Source: an optimization exercise on an open RTL-to-GDS flow (aim: small area). Production flows keep margins and buffers that such runs may drop. In this exercise RTL edits were held to simulation tests only and were not proved equivalent to the original. The clock port is modelled as an ideal driver; clocking choices that lean on that would not hold on a real chip. Power and IR drop assume default switching activity.

Setup of run 1:
==> flow/design.v (excerpt) <==
module top_stopwatch (
    input wire clk,
    input wire CLR,
    input wire PAUSE,
    input wire record_btn_raw,
    input wire browse_btn_raw,
    output wire [15:0] DATA,
    output wire [1:0] LED_TEST,
    output wire LED15,
    output wire LED14,
    output wire LED13,
    output wire LED12
);
Size in the first run: roughly 440 cells after synthesis, roughly 160 flip-flops, roughly 27 I/O pins, ~6300 um^2 of cells after synthesis.
==> flow/config.mk <==
export PLATFORM = sky130hd
export DESIGN_NAME = top_stopwatch
export DESIGN_NICKNAME = top_stopwatch
export VERILOG_FILES = /design/flow/design.v
export SDC_FILE = /design/flow/constraint.sdc
export NUM_CORES = 4
export LEC_CHECK = 0
export ABC_AREA = 1
export CAP_MARGIN = 0
export CORE_MARGIN = 2
export CORE_UTILIZATION = 80
export PLACE_DENSITY = 0.88
export SLEW_MARGIN = 0
==> flow/constraint.sdc <==
create_clock -name core_clock -period 10.0 [get_ports {clk}]
set_input_delay 2.0000 -clock core_clock [delete_from_list [all_inputs] [get_ports {clk}]]
set_output_delay 2.0000 -clock core_clock [all_outputs]
set_load 0.01 [all_outputs]
standard.sh (not shown) runs the stock make flow with config.mk's settings and CLKGATE_MAP_FILE= SYNTH_SCRIPT=/design/flow/synth_recipe.tcl, a recipe that flattens the netlist after the stock synthesis.
==> flow/flow/run.sh <==
#!/bin/bash
# Own layout flow: the standard flow (standard.sh), with three changes to how
# the layout is made:
#   * synthesis maps the combinational logic with an area-oriented ABC script
#     (flow/abc_area.script) instead of ORFS's abc_area.script; registers are
#     mapped by the unchanged standard synthesis before ABC runs;
#   * port buffers use sky130_fd_sc_hd__buf_1 (still one buffer per port);
#   * clock tree synthesis uses clkbuf_4 leaf buffers under a clkbuf_8 root and
#     inserts no dummy loads; after it, flow/post_cts.tcl upsizes to clkbuf_8
#     each leaf buffer whose estimated clock-pin slew is over 100 ps.
# Each step's full output goes to a log file of its own in this folder.
set -euo pipefail
W=$(pwd)
rm -rf "$W/scripts_mod"
cp -r "$FLOW_HOME/scripts" "$W/scripts_mod"
cp "$W/flow/abc_area.script" "$W/scripts_mod/abc_area.script"
export SCRIPTS_DIR="$W/scripts_mod"
export BUFFER_PORTS_ARGS="-buffer_cell sky130_fd_sc_hd__buf_1"
export CTS_ARGS="-sink_clustering_enable -repair_clock_nets -dont_use_dummy_load -buf_list sky130_fd_sc_hd__clkbuf_4 -root_buf sky130_fd_sc_hd__clkbuf_8"
export POST_CTS_TCL="$W/flow/post_cts.tcl"
bash standard.sh synth > "$W/log_synth.txt" 2>&1
bash standard.sh floorplan > "$W/log_floorplan.txt" 2>&1
bash standard.sh place > "$W/log_place.txt" 2>&1
bash standard.sh cts > "$W/log_cts.txt" 2>&1
bash standard.sh route > "$W/log_route.txt" 2>&1
bash standard.sh finish > "$W/log_finish.txt" 2>&1
test -f "$W/out/final.def"
==> flow/flow/post_cts.tcl <==
# POST_CTS hook: upsize a clock-tree leaf buffer to clkbuf_8 when the estimated
# slew at any of its register clock pins is over 100 ps, then legalize.
estimate_parasitics -placement
set my_big [[ord::get_db] findMaster sky130_fd_sc_hd__clkbuf_8]
set my_n 0
foreach inst [[ord::get_db_block] getInsts] {
  if {[[$inst getMaster] getName] != "sky130_fd_sc_hd__clkbuf_4"} { continue }
  set onet [[$inst findITerm X] getNet]
  if {$onet == "NULL" || [$onet getSigType] != "CLOCK"} { continue }
  set worst 0.0
  foreach it [$onet getITerms] {
    if {[$it getInst] == $inst} { continue }
    set pin [get_pins [[$it getInst] getName]/[[$it getMTerm] getName]]
    set s [get_property $pin slew_max]
    if {$s > $worst} { set worst $s }
  }
  if {$worst > 0.100} {
    puts "post_cts: [$inst getName] sink slew [format %.3f $worst], upsized to clkbuf_8"
    $inst swapMaster $my_big
    incr my_n
  }
}
puts "post_cts: upsized $my_n clock buffers"
if {$my_n > 0} {
  detailed_placement
  check_placement -verbose
  estimate_parasitics -placement
}
Other scripts of this flow, unchanged in this note and not shown: flow/flow/abc_area.script
In summary, run 1 completed successfully, with a layout that passed the timing, design-rule and antenna checks.
### run 1 -> run 2
- swapping 80 for 40 in CORE_UTILIZATION
- clearing PLACE_DENSITY, which used to be 0.88
Run 2 and run 1 ended up with roughly the same total power after layout. Run 2 reports its worst setup path endpoint as LED15 while run 1 reports digit[2]$_DFFE_PN0N_. Of run 1 and run 2, the higher final critical-path share of the clock period belongs to run 1. Comparing run 1 and run 2, the lower total internal power was measured on run 1. Summary of run 2 over run 1: length of the first detailed-routing pass in iterations shows a reduction of 3, sequential share of layout area shows a reduction of 1.7 points.
The following lists how run 3 was set up differently from run 2:
diff --git a/flow/flow/run.sh b/flow/flow/run.sh
--- a/flow/flow/run.sh
+++ b/flow/flow/run.sh
@@ -20,0 +21 @@
+export RECOVER_POWER=100
[summary]
FAIL: run 3; every other run in run 3 and run 2 is clean. Highest clock rate ends up lower on run 3. Run 3 ended up with a lower signed area change from the synthesized netlist to the final layout than run 2 did. The run with more setup slack is run 2; run 3 has less. Compared run 3 against run 2; post-synthesis mux area share within noise.
Relative to run 3, the following input files were edited for run 4:
- PLACE_DENSITY now 0.75, previously not set
- CORE_UTILIZATION now 65, was 40
diff --git a/flow/flow/run.sh b/flow/flow/run.sh
--- a/flow/flow/run.sh
+++ b/flow/flow/run.sh
@@ -8,3 +8 @@
-#   * clock tree synthesis uses clkbuf_4 leaf buffers under a clkbuf_8 root and
-#     inserts no dummy loads; after it, flow/post_cts.tcl upsizes to clkbuf_8
-#     each leaf buffer whose estimated clock-pin slew is over 100 ps.
+#   * clock tree synthesis uses clkbuf_8 buffers and inserts no dummy loads.
@@ -19,3 +17 @@
-export CTS_ARGS="-sink_clustering_enable -repair_clock_nets -dont_use_dummy_load -buf_list sky130_fd_sc_hd__clkbuf_4 -root_buf sky130_fd_sc_hd__clkbuf_8"
-export POST_CTS_TCL="$W/flow/post_cts.tcl"
-export RECOVER_POWER=100
+export CTS_ARGS="-sink_clustering_enable -repair_clock_nets -dont_use_dummy_load -buf_list sky130_fd_sc_hd__clkbuf_8 -root_buf sky130_fd_sc_hd__clkbuf_8"
removed: flow/flow/post_cts.tcl
### Flow results
Run 4 has completed all stages; timing, DRC and antenna checks passed.
Delay of the slowest critical-path stage, run 4 and run 3, lower one = run 4.
Run 4 falls short of run 3 in final-layout worst hold slack.
Actual transition at the worst max-transition pin (run 4 over run 3): decrease, 1.07 ns
For the design area, run 4 came in about 0.4% lower than run 3 did.

top_stopwatch, a different RTL version from the one above (not shown whole).
Size in the first run: ~430 cells after synthesis, roughly 27 I/O pins, ~0.0063 sq mm of cells after synthesis.
export LEC_CHECK = 0
export ABC_AREA = 1
export CAP_MARGIN = 0
export CORE_MARGIN = 2
export CORE_UTILIZATION = 72
export PLACE_DENSITY = 0.82
export SLEW_MARGIN = 0
create_clock -name core_clock -period 10.0 [get_ports {clk}]
==> flow/flow/run.sh <==
#!/bin/bash
# Own layout flow: the standard flow (standard.sh), with these changes to how
# the layout is made:
#   * synthesis maps the combinational logic with an area-oriented ABC script
#     (flow/abc_area.script) instead of ORFS's abc_area.script; registers are
#     mapped by the unchanged standard synthesis before ABC runs;
#   * port buffers use sky130_fd_sc_hd__buf_1 (still one buffer per port);
#   * one tie cell drives all constant outputs' port buffers (no tie fanout
#     repair);
#   * before clock tree synthesis, flow/pre_cts.tcl downsizes logic cells and
#     repair buffers that the placement's repair made bigger than needed;
#   * clock tree synthesis uses clkbuf_4 leaf buffers under a clkbuf_8 root and
#     inserts no dummy loads; after it, flow/post_cts.tcl upsizes to clkbuf_8
#     each leaf buffer whose estimated clock-pin slew is over 110 ps.
# Each step's full output goes to a log file of its own in this folder.
set -euo pipefail
W=$(pwd)
rm -rf "$W/scripts_mod"
cp -r "$FLOW_HOME/scripts" "$W/scripts_mod"
cp "$W/flow/abc_area.script" "$W/scripts_mod/abc_area.script"
export SCRIPTS_DIR="$W/scripts_mod"
export BUFFER_PORTS_ARGS="-buffer_cell sky130_fd_sc_hd__buf_1"
export CTS_ARGS="-sink_clustering_enable -repair_clock_nets -dont_use_dummy_load -buf_list sky130_fd_sc_hd__clkbuf_4 -root_buf sky130_fd_sc_hd__clkbuf_8"
export SKIP_REPAIR_TIE_FANOUT=1
export PRE_CTS_TCL="$W/flow/pre_cts.tcl"
export POST_CTS_TCL="$W/flow/post_cts.tcl"
bash standard.sh synth > "$W/log_synth.txt" 2>&1
bash standard.sh floorplan > "$W/log_floorplan.txt" 2>&1
bash standard.sh place > "$W/log_place.txt" 2>&1
bash standard.sh cts > "$W/log_cts.txt" 2>&1
bash standard.sh route > "$W/log_route.txt" 2>&1
bash standard.sh finish > "$W/log_finish.txt" 2>&1
test -f "$W/out/final.def"
==> flow/flow/post_cts.tcl <==
# POST_CTS hook: upsize a clock-tree leaf buffer to clkbuf_8 when the estimated
# slew at any of its register clock pins is over 110 ps, then legalize.
estimate_parasitics -placement
set my_big [[ord::get_db] findMaster sky130_fd_sc_hd__clkbuf_8]
set my_n 0
foreach inst [[ord::get_db_block] getInsts] {
  if {[[$inst getMaster] getName] != "sky130_fd_sc_hd__clkbuf_4"} { continue }
  set onet [[$inst findITerm X] getNet]
  if {$onet == "NULL" || [$onet getSigType] != "CLOCK"} { continue }
  set worst 0.0
  foreach it [$onet getITerms] {
    if {[$it getInst] == $inst} { continue }
    set pin [get_pins [[$it getInst] getName]/[[$it getMTerm] getName]]
    set s [get_property $pin slew_max]
    if {$s > $worst} { set worst $s }
  }
  if {$worst > 0.110} {
    puts "post_cts: [$inst getName] sink slew [format %.3f $worst], upsized to clkbuf_8"
    $inst swapMaster $my_big
    incr my_n
  }
}
puts "post_cts: upsized $my_n clock buffers"
if {$my_n > 0} {
  detailed_placement
  check_placement -verbose
  estimate_parasitics -placement
}
==> flow/flow/pre_cts.tcl <==
# PRE_CTS hook: downsize logic cells and repair buffers (not registers, clock
# cells or tie cells) to the smallest drive strength that keeps their output
# slew under 80% of the library limit and adds no max-slew or max-capacitance
# violation anywhere (placement parasitics).
proc my_viol_count {} {
  return [expr {[sta::max_slew_violation_count] + [sta::max_capacitance_violation_count]}]
}
proc my_out_ok {inst} {
  foreach it [$inst getITerms] {
    if {![$it isOutputSignal]} { continue }
    set pin [get_pins [$inst getName]/[[$it getMTerm] getName]]
    set slew [get_property $pin slew_max]
    if {$slew > 1.2} { return 0 }
  }
  return 1
}
estimate_parasitics -placement
set base [my_viol_count]
puts "down: violations before $base"
set saved 0.0
set db [ord::get_db]
foreach inst [[ord::get_db_block] getInsts] {
  set m [$inst getMaster]
  set mn [$m getName]
  if {[$m getType] != "CORE"} { continue }
  if {![regexp {^(sky130_fd_sc_hd__[a-z0-9]+)_([0-9]+)$} $mn -> fam drv]} { continue }
  if {[string match "*df*" $fam] || [string match "*clk*" $fam] || [string match "*conb*" $fam]} { continue }
  if {$drv <= 1} { continue }
  foreach d {0 1 2 4} {
    if {$d >= $drv} { break }
    set cand [$db findMaster ${fam}_$d]
    if {$cand == "NULL"} { continue }
    set a0 [expr {[$m getWidth]*[$m getHeight]}]
    $inst swapMaster $cand
    estimate_parasitics -placement
    if {[my_viol_count] <= $base && [my_out_ok $inst]} {
      set saved [expr {$saved + ($a0 - [$cand getWidth]*[$cand getHeight])/1e6}]
      puts "down: [$inst getName] $mn -> ${fam}_$d"
      break
    } else {
      $inst swapMaster $m
    }
  }
}
estimate_parasitics -placement
puts "down: saved $saved um2, violations after [my_viol_count]"
Other scripts of this flow, unchanged in this note and not shown: flow/flow/abc_area.script
Next try:
--- a/flow/flow/run.sh
+++ b/flow/flow/run.sh
@@ -6,8 +6,4 @@
 #     mapped by the unchanged standard synthesis before ABC runs;
 #   * port buffers use sky130_fd_sc_hd__buf_1 (still one buffer per port);
-#   * one tie cell drives all constant outputs' port buffers (no tie fanout
-#     repair);
-#   * before clock tree synthesis, flow/pre_cts.tcl downsizes logic cells and
-#     repair buffers that the placement's repair made bigger than needed;
 #   * clock tree synthesis uses clkbuf_4 leaf buffers under a clkbuf_8 root and
 #     inserts no dummy loads; after it, flow/post_cts.tcl upsizes to clkbuf_8
@@ -22,6 +18,4 @@
 export BUFFER_PORTS_ARGS="-buffer_cell sky130_fd_sc_hd__buf_1"
 export CTS_ARGS="-sink_clustering_enable -repair_clock_nets -dont_use_dummy_load -buf_list sky130_fd_sc_hd__clkbuf_4 -root_buf sky130_fd_sc_hd__clkbuf_8"
-export SKIP_REPAIR_TIE_FANOUT=1
-export PRE_CTS_TCL="$W/flow/pre_cts.tcl"
 export POST_CTS_TCL="$W/flow/post_cts.tcl"
 bash standard.sh synth > "$W/log_synth.txt" 2>&1
--- a/flow/flow/post_cts.tcl
+++ b/flow/flow/post_cts.tcl
@@ -1,4 +1,4 @@
 # POST_CTS hook: upsize a clock-tree leaf buffer to clkbuf_8 when the estimated
-# slew at any of its register clock pins is over 110 ps, then legalize.
+# slew at any of its register clock pins is over 100 ps, then legalize.
 estimate_parasitics -placement
 set my_big [[ord::get_db] findMaster sky130_fd_sc_hd__clkbuf_8]
CORE_UTILIZATION = 65   (was 72)
PLACE_DENSITY = 0.75   (was 0.82)
removed: flow/flow/pre_cts.tcl
The changed run finished with timing, DRC and antenna clean.
Register-to-register slack gains 0.66 ns.
Hold slack gains 0.0054 ns.
Worst setup slack gains 0.66 ns.
Maximum frequency came out higher by 13%.
Power came out higher by 1.2%.
Synthesized area does not change.
Global-route usage came out lower by 2.5 points.
Clock-buffer cell count does not change.
Clock skew came out higher by 0.0077 ns.
Next try:
--- a/flow/flow/run.sh
+++ b/flow/flow/run.sh
@@ -6,4 +6,8 @@
 #     mapped by the unchanged standard synthesis before ABC runs;
 #   * port buffers use sky130_fd_sc_hd__buf_1 (still one buffer per port);
+#   * one tie cell drives all constant outputs' port buffers (no tie fanout
+#     repair);
+#   * before clock tree synthesis, flow/pre_cts.tcl downsizes logic cells and
+#     repair buffers that the placement's repair made bigger than needed;
 #   * clock tree synthesis uses clkbuf_4 leaf buffers under a clkbuf_8 root and
 #     inserts no dummy loads; after it, flow/post_cts.tcl upsizes to clkbuf_8
@@ -18,4 +22,6 @@
 export BUFFER_PORTS_ARGS="-buffer_cell sky130_fd_sc_hd__buf_1"
 export CTS_ARGS="-sink_clustering_enable -repair_clock_nets -dont_use_dummy_load -buf_list sky130_fd_sc_hd__clkbuf_4 -root_buf sky130_fd_sc_hd__clkbuf_8"
+export SKIP_REPAIR_TIE_FANOUT=1
+export PRE_CTS_TCL="$W/flow/pre_cts.tcl"
 export POST_CTS_TCL="$W/flow/post_cts.tcl"
 bash standard.sh synth > "$W/log_synth.txt" 2>&1
--- a/flow/flow/post_cts.tcl
+++ b/flow/flow/post_cts.tcl
@@ -1,4 +1,4 @@
 # POST_CTS hook: upsize a clock-tree leaf buffer to clkbuf_8 when the estimated
-# slew at any of its register clock pins is over 100 ps, then legalize.
+# slew at any of its register clock pins is over 110 ps, then legalize.
 estimate_parasitics -placement
 set my_big [[ord::get_db] findMaster sky130_fd_sc_hd__clkbuf_8]
==> flow/flow/pre_cts.tcl (new file) <==
# PRE_CTS hook: downsize logic cells and repair buffers (not registers, clock
# cells or tie cells) to the smallest drive strength that keeps their output
# slew under 80% of the library limit and adds no max-slew or max-capacitance
# violation anywhere (placement parasitics).
proc my_viol_count {} {
  return [expr {[sta::max_slew_violation_count] + [sta::max_capacitance_violation_count]}]
}
proc my_out_ok {inst} {
  foreach it [$inst getITerms] {
    if {![$it isOutputSignal]} { continue }
    set pin [get_pins [$inst getName]/[[$it getMTerm] getName]]
    set slew [get_property $pin slew_max]
    if {$slew > 1.2} { return 0 }
  }
  return 1
}
estimate_parasitics -placement
set base [my_viol_count]
puts "down: violations before $base"
set saved 0.0
set db [ord::get_db]
foreach inst [[ord::get_db_block] getInsts] {
  set m [$inst getMaster]
  set mn [$m getName]
  if {[$m getType] != "CORE"} { continue }
  if {![regexp {^(sky130_fd_sc_hd__[a-z0-9]+)_([0-9]+)$} $mn -> fam drv]} { continue }
  if {[string match "*df*" $fam] || [string match "*clk*" $fam] || [string match "*conb*" $fam]} { continue }
  if {$drv <= 1} { continue }
  foreach d {0 1 2 4} {
    if {$d >= $drv} { break }
    set cand [$db findMaster ${fam}_$d]
    if {$cand == "NULL"} { continue }
    set a0 [expr {[$m getWidth]*[$m getHeight]}]
    $inst swapMaster $cand
    estimate_parasitics -placement
    if {[my_viol_count] <= $base && [my_out_ok $inst]} {
      set saved [expr {$saved + ($a0 - [$cand getWidth]*[$cand getHeight])/1e6}]
      puts "down: [$inst getName] $mn -> ${fam}_$d"
      break
    } else {
      $inst swapMaster $m
    }
  }
}
estimate_parasitics -placement
puts "down: saved $saved um2, violations after [my_viol_count]"
CORE_UTILIZATION = 55   (was 65)
PLACE_DENSITY = 0.65   (was 0.75)
- The new run finished with timing, DRC and antenna clean
- area after synthesis stays the same
- wire length increases by 1.0%
- total power went down by 1.8%
- global-route usage is lower by 4.7 points
- worst setup slack loses 0.42 ns
- hold slack is worse by 0.0069 ns

[afterwards: timing with drivers on the ports]
The results above use ideal ports. As a check the final layouts listed here were re-extracted and re-timed, cells and wires unchanged.
Step 1 assumes that a clkbuf_16 drives the clock port and a buf_2 every other input.
Step 2 times the ports against the registers' clock, not the clock port: input delays grow and output delays shrink by t, the midpoint of the rising clock arrivals with the driver on.
Three values: no drivers, after step 1, after step 2; two values: the first two.
run | shift t [ns] | setup WS [ns] | latest minus earliest clock arrival (ns) | slew at the worst register clock pin (ns) | worst data-port slew with drivers (ns)
run 1 | 0.444 | 5.120 / 5.120 / 5.120 | 0.030 / 0.029 | 0.10 / 0.10 | 0.03
run 2 | 0.451 | 5.189 / 5.165 / 5.165 | 0.032 / 0.032 | 0.10 / 0.10 | 0.03
run 3 | 0.453 | 3.863 / 3.840 / 3.840 | 0.032 / 0.032 | 0.09 / 0.09 | 0.03
run 4 | 0.470 | 4.927 / 4.905 / 4.905 | 0.025 / 0.025 | 0.08 / 0.08 | 0.03
the first run of note 2 | 0.439 | 4.326 / 4.326 / 4.326 | 0.025 / 0.025 | 0.10 / 0.10 | 0.04
the second run of note 2 | 0.444 | 4.983 / 4.983 / 4.983 | 0.034 / 0.034 | 0.11 / 0.11 | 0.03
the third run of note 2 | 0.445 | 4.565 / 4.565 / 4.565 | 0.031 / 0.031 | 0.11 / 0.11 | 0.03
For run 2, which loses most, drivers alone change the setup slack by -0.024 ns; drivers and shift together by -0.024 ns.
